This is an optimization exercise on Yosys and OpenROAD, whose aim is a short achievable clock period, not a production implementation. In this exercise RTL edits were held to simulation tests only and were not proved equivalent to the original. No driver is modelled on the clock port, so clock power and skew are understated where the tree is cut down; a real chip needs a root buffer or a tree. No activity file was given, so power comes from the tool's default toggle rates.

Design mtm_Alu, start of the top module:
module mtm_Alu (
    input  wire clk,    
    input  wire rst_n,  
    input  wire sin,    
    output wire sout    
);
wire [7:0]  ab_wr;
wire [7:0]  ab_byte;
wire        step_inv;
wire [6:0]  step;
wire        step_flags;
wire        step_crc;
wire [2:0]  op;
wire        rst_q_n;
wire        d_res, d_c9, d_a5, d_93;
wire [31:0] C;
wire [7:0]  ctl_byte;
mtm_Alu_deserializer u_mtm_Alu_deserializer(
  .clk        (clk),
  .rst_n      (rst_n),
  .sin        (sin),
  .rst_q_n    (rst_q_n),
  .ab_wr      (ab_wr),
  .ab_byte    (ab_byte),
  .step_inv   (step_inv),
  .step       (step),
  .op         (op),
  .res        (d_res),
  .e_c9       (d_c9),
  .e_a5       (d_a5),
  .e_93       (d_93)
);
mtm_Alu_core u_mtm_Alu_core(
  .clk        (clk),
  .ab_wr      (ab_wr),
  .ab_byte    (ab_byte),
  .step_inv   (step_inv),
  .step       (step),
  .step_flags (step_flags),
  .step_crc   (step_crc),
  .op         (op),
  .C          (C),
  .ctl_byte   (ctl_byte)
);
mtm_Alu_serializer u_mtm_Alu_serializer(
  .clk        (clk),
  .rst_n      (rst_n),
  .rst_q_n    (rst_q_n),
  .C          (C),
  .ctl_byte   (ctl_byte),
  .res        (d_res),
  .e_c9       (d_c9),
  .e_a5       (d_a5),
  .e_93       (d_93),
  .step_flags (step_flags),
  .step_crc   (step_crc),
  .sout       (sout)
);
endmodule
For scale: about 940 cells after synthesis, ~4 I/O pins, about 0.0085 mm² of cells after synthesis.
export LEC_CHECK = 0
export CAP_MARGIN = 20
export CORE_MARGIN = 2
export CORE_UTILIZATION = 60
export PLACE_DENSITY = 0.75
export SLEW_MARGIN = 20
export SYNTH_HIERARCHICAL = 1
export SYNTH_MINIMUM_KEEP_SIZE = 0
create_clock -name core_clock -period 8.0 [get_ports {clk}]
standard.sh (not shown) runs the stock make flow with config.mk's settings and CLKGATE_MAP_FILE= SYNTH_SCRIPT=/design/flow/synth_recipe.tcl, a recipe that flattens the netlist after the stock synthesis.
==> flow/flow/run.sh <==
#!/bin/bash
# Standard layout with two changes:
#  - timing repair aims below the clock period (SETUP_SLACK_MARGIN),
#  - after CTS, flow/cts_post.tcl rebuilds the clock tree as two levels
#    of clock inverters: the clock port drives 4, each drives 2, each
#    drives a cluster of flip-flops.
# All tool output goes to standard_flow.log here and ORFS's own logs.
set -euo pipefail
here=$(pwd)
bash standard.sh SETUP_SLACK_MARGIN=6 POST_CTS_TCL="$here/flow/cts_post.tcl" finish > standard_flow.log 2>&1
==> flow/flow/cts_post.tcl <==
# POST_CTS hook: replace the clock tree TritonCTS built with a shallow,
# balanced tree of clock inverter pairs: the clock port drives 4 clock
# inverters (level 1), each at the middle of a quarter of the flip-flops
# (balanced k-means on their placed locations); each drives 2 clock
# inverters (level 2), each at the middle of half of that quarter and
# driving its flip-flops. Every flip-flop sees the clock through the same
# two inversions. Then legalize and repair timing again.
set n1 4
set n2 2
set cell1 sky130_fd_sc_hd__clkinv_16
set cell2 sky130_fd_sc_hd__clkinv_8

set db [ord::get_db]
set block [ord::get_db_block]
set clk [$block findNet clk]

# walk the clock network from the port: buffers, their nets, the sinks
set sinks {}
set bufs {}
set nets {}
set todo [list $clk]
while {[llength $todo]} {
  set n [lindex $todo 0]
  set todo [lrange $todo 1 end]
  foreach it [$n getITerms] {
    if {![$it isInputSignal] && [$it getIoType] ne "INPUT"} { continue }
    set inst [$it getInst]
    set m [$inst getMaster]
    set mname [$m getName]
    if {[$m isSequential] || [string match "*df*" $mname]} {
      lappend sinks $it
    } else {
      lappend bufs $inst
      foreach ot [$inst getITerms] {
        if {[$ot getIoType] eq "OUTPUT"} {
          set on [$ot getNet]
          if {$on ne "NULL"} { lappend nets $on; lappend todo $on }
        }
      }
    }
  }
}
puts "MYCTS: [llength $sinks] sinks, [llength $bufs] tree cells removed, [llength $nets] nets"
foreach it $sinks { $it disconnect }
foreach b $bufs { odb::dbInst_destroy $b }
foreach n $nets { odb::dbNet_destroy $n }


# balanced k-means: pts is a list of {x y}; returns {assignment centers}
proc kmeans {pts k} {
  set n [llength $pts]
  set order [lsort -real -indices [lmap p $pts {expr {[lindex $p 0] + 0.7 * [lindex $p 1]}}]]
  set cs {}
  for {set j 0} {$j < $k} {incr j} {
    lappend cs [lindex $pts [lindex $order [expr {int(($j + 0.5) * $n / $k)}]]]
  }
  set cap [expr {int(ceil(1.0 * $n / $k))}]
  set asg [lrepeat $n 0]
  for {set iter 0} {$iter < 40} {incr iter} {
    set cand {}
    for {set i 0} {$i < $n} {incr i} {
      set p [lindex $pts $i]
      for {set j 0} {$j < $k} {incr j} {
        set c [lindex $cs $j]
        lappend cand [list [expr {abs([lindex $p 0] - [lindex $c 0]) + abs([lindex $p 1] - [lindex $c 1])}] $i $j]
      }
    }
    set cand [lsort -real -index 0 $cand]
    set asg [lrepeat $n -1]
    set cnt [lrepeat $k 0]
    foreach c $cand {
      lassign $c d i j
      if {[lindex $asg $i] >= 0 || [lindex $cnt $j] >= $cap} { continue }
      lset asg $i $j
      lset cnt $j [expr {[lindex $cnt $j] + 1}]
    }
    set ncs {}
    for {set j 0} {$j < $k} {incr j} {
      set sx 0.0; set sy 0.0; set m 0
      for {set i 0} {$i < $n} {incr i} {
        if {[lindex $asg $i] == $j} {
          set sx [expr {$sx + [lindex $pts $i 0]}]
          set sy [expr {$sy + [lindex $pts $i 1]}]
          incr m
        }
      }
      if {$m} { lappend ncs [list [expr {$sx / $m}] [expr {$sy / $m}]] } else { lappend ncs [lindex $cs $j] }
    }
    set cs $ncs
  }
  return [list $asg $cs]
}

proc place_at {inst master xy} {
  lassign $xy x y
  $inst setLocation [expr {int($x - [$master getWidth] / 2)}] [expr {int($y - [$master getHeight] / 2)}]
  $inst setPlacementStatus PLACED
}

set pts {}
foreach it $sinks {
  set bb [[$it getInst] getBBox]
  lappend pts [list [expr {([$bb xMin] + [$bb xMax]) / 2.0}] [expr {([$bb yMin] + [$bb yMax]) / 2.0}]]
}
set m1 [$db findMaster $cell1]
set m2 [$db findMaster $cell2]
lassign [kmeans $pts $n1] asg1 cs1
for {set a 0} {$a < $n1} {incr a} {
  set idx {}
  for {set i 0} {$i < [llength $pts]} {incr i} {
    if {[lindex $asg1 $i] == $a} { lappend idx $i }
  }
  set inv1 [odb::dbInst_create $block $m1 "clkinv_my_$a"]
  set net1 [odb::dbNet_create $block "clknet_my_$a"]
  $net1 setSigType CLOCK
  [$inv1 findITerm A] connect $clk
  [$inv1 findITerm Y] connect $net1
  place_at $inv1 $m1 [lindex $cs1 $a]
  lassign [kmeans [lmap i $idx {lindex $pts $i}] $n2] asg2 cs2
  for {set b 0} {$b < $n2} {incr b} {
    set inv2 [odb::dbInst_create $block $m2 "clkinv_my_${a}_$b"]
    set net2 [odb::dbNet_create $block "clknet_my_${a}_$b"]
    $net2 setSigType CLOCK
    [$inv2 findITerm A] connect $net1
    [$inv2 findITerm Y] connect $net2
    place_at $inv2 $m2 [lindex $cs2 $b]
    set c 0
    for {set j 0} {$j < [llength $idx]} {incr j} {
      if {[lindex $asg2 $j] == $b} {
        [lindex $sinks [lindex $idx $j]] connect $net2
        incr c
      }
    }
    puts "MYCTS: group $a.$b: $c flip-flops"
  }
}
$clk setSigType CLOCK

detailed_placement
check_placement -verbose
estimate_parasitics -placement
report_clock_skew
repair_timing_helper
detailed_placement
check_placement -verbose
estimate_parasitics -placement
report_clock_skew
report_worst_slack -max
report_worst_slack -min
Edit:
--- a/flow/flow/cts_post.tcl
+++ b/flow/flow/cts_post.tcl
@@ -11,0 +12,2 @@
+if {[info exists ::env(MY_CTS_N2)]} { set n2 $::env(MY_CTS_N2) }
+if {[info exists ::env(MY_CTS_CELL2)]} { set cell2 $::env(MY_CTS_CELL2) }
- CORE_UTILIZATION: 60 -> 75
- PLACE_DENSITY: 0.75 -> 0.85
What happened: The new run finished with timing, DRC and antenna clean. Worst setup slack loses 0.018 ns. Power is about the same. Routed wire length went up by roughly a tenth. Cell area is about the same. Utilization went up by 17 points.
Edit:
--- a/flow/flow/run.sh
+++ b/flow/flow/run.sh
@@ -5,2 +5,3 @@
-#    of clock inverters: the clock port drives 4, each drives 2, each
-#    drives a cluster of flip-flops.
+#    of clock inverters: the clock port drives 4 (clkinv_16), each drives
+#    4 (clkinv_4), each drives a cluster of about 9 flip-flops; every
+#    flip-flop sees the clock through the same two inversions.
@@ -9,0 +11 @@
+export MY_CTS_N2=4 MY_CTS_CELL2=sky130_fd_sc_hd__clkinv_4
- CORE_UTILIZATION: 75 -> 60
- PLACE_DENSITY: 0.85 -> 0.75
Global-route usage is lower by 9.2 points.
Sequential cell count does not change.
Via count falls by 6.4%.
No run of this note takes its clock network from TritonCTS; it comes from the design's own scripts or RTL.

-- afterwards: timing with drivers on the ports --
Ports are ideal in the flow. The routed layouts listed here were re-timed in OpenROAD. Step 1: set_driving_cell puts a clkbuf_16 on clk and a buf_2 on each other input, an assumption about the parent block. Step 2 also shifts input and output timing later by t, the mid clock arrival at the registers, as if the neighbouring blocks saw the same clock. Three values: no drivers, after step 1, after step 2; two values: the first two.
run	shift t [ns]	setup WS [ns]	worst register clock-pin slew, ns
the first run	0.337	5.856 / 5.649 / 5.856	0.09 / 0.09
the second run	0.335	5.837 / 5.628 / 5.866	0.09 / 0.09
the third run	0.347	5.861 / 5.650 / 5.843	0.10 / 0.11
After both steps every run listed still meets setup and hold. For the third run, which loses most, drivers alone change the setup slack by -0.211 ns; drivers and shift together by -0.018 ns.
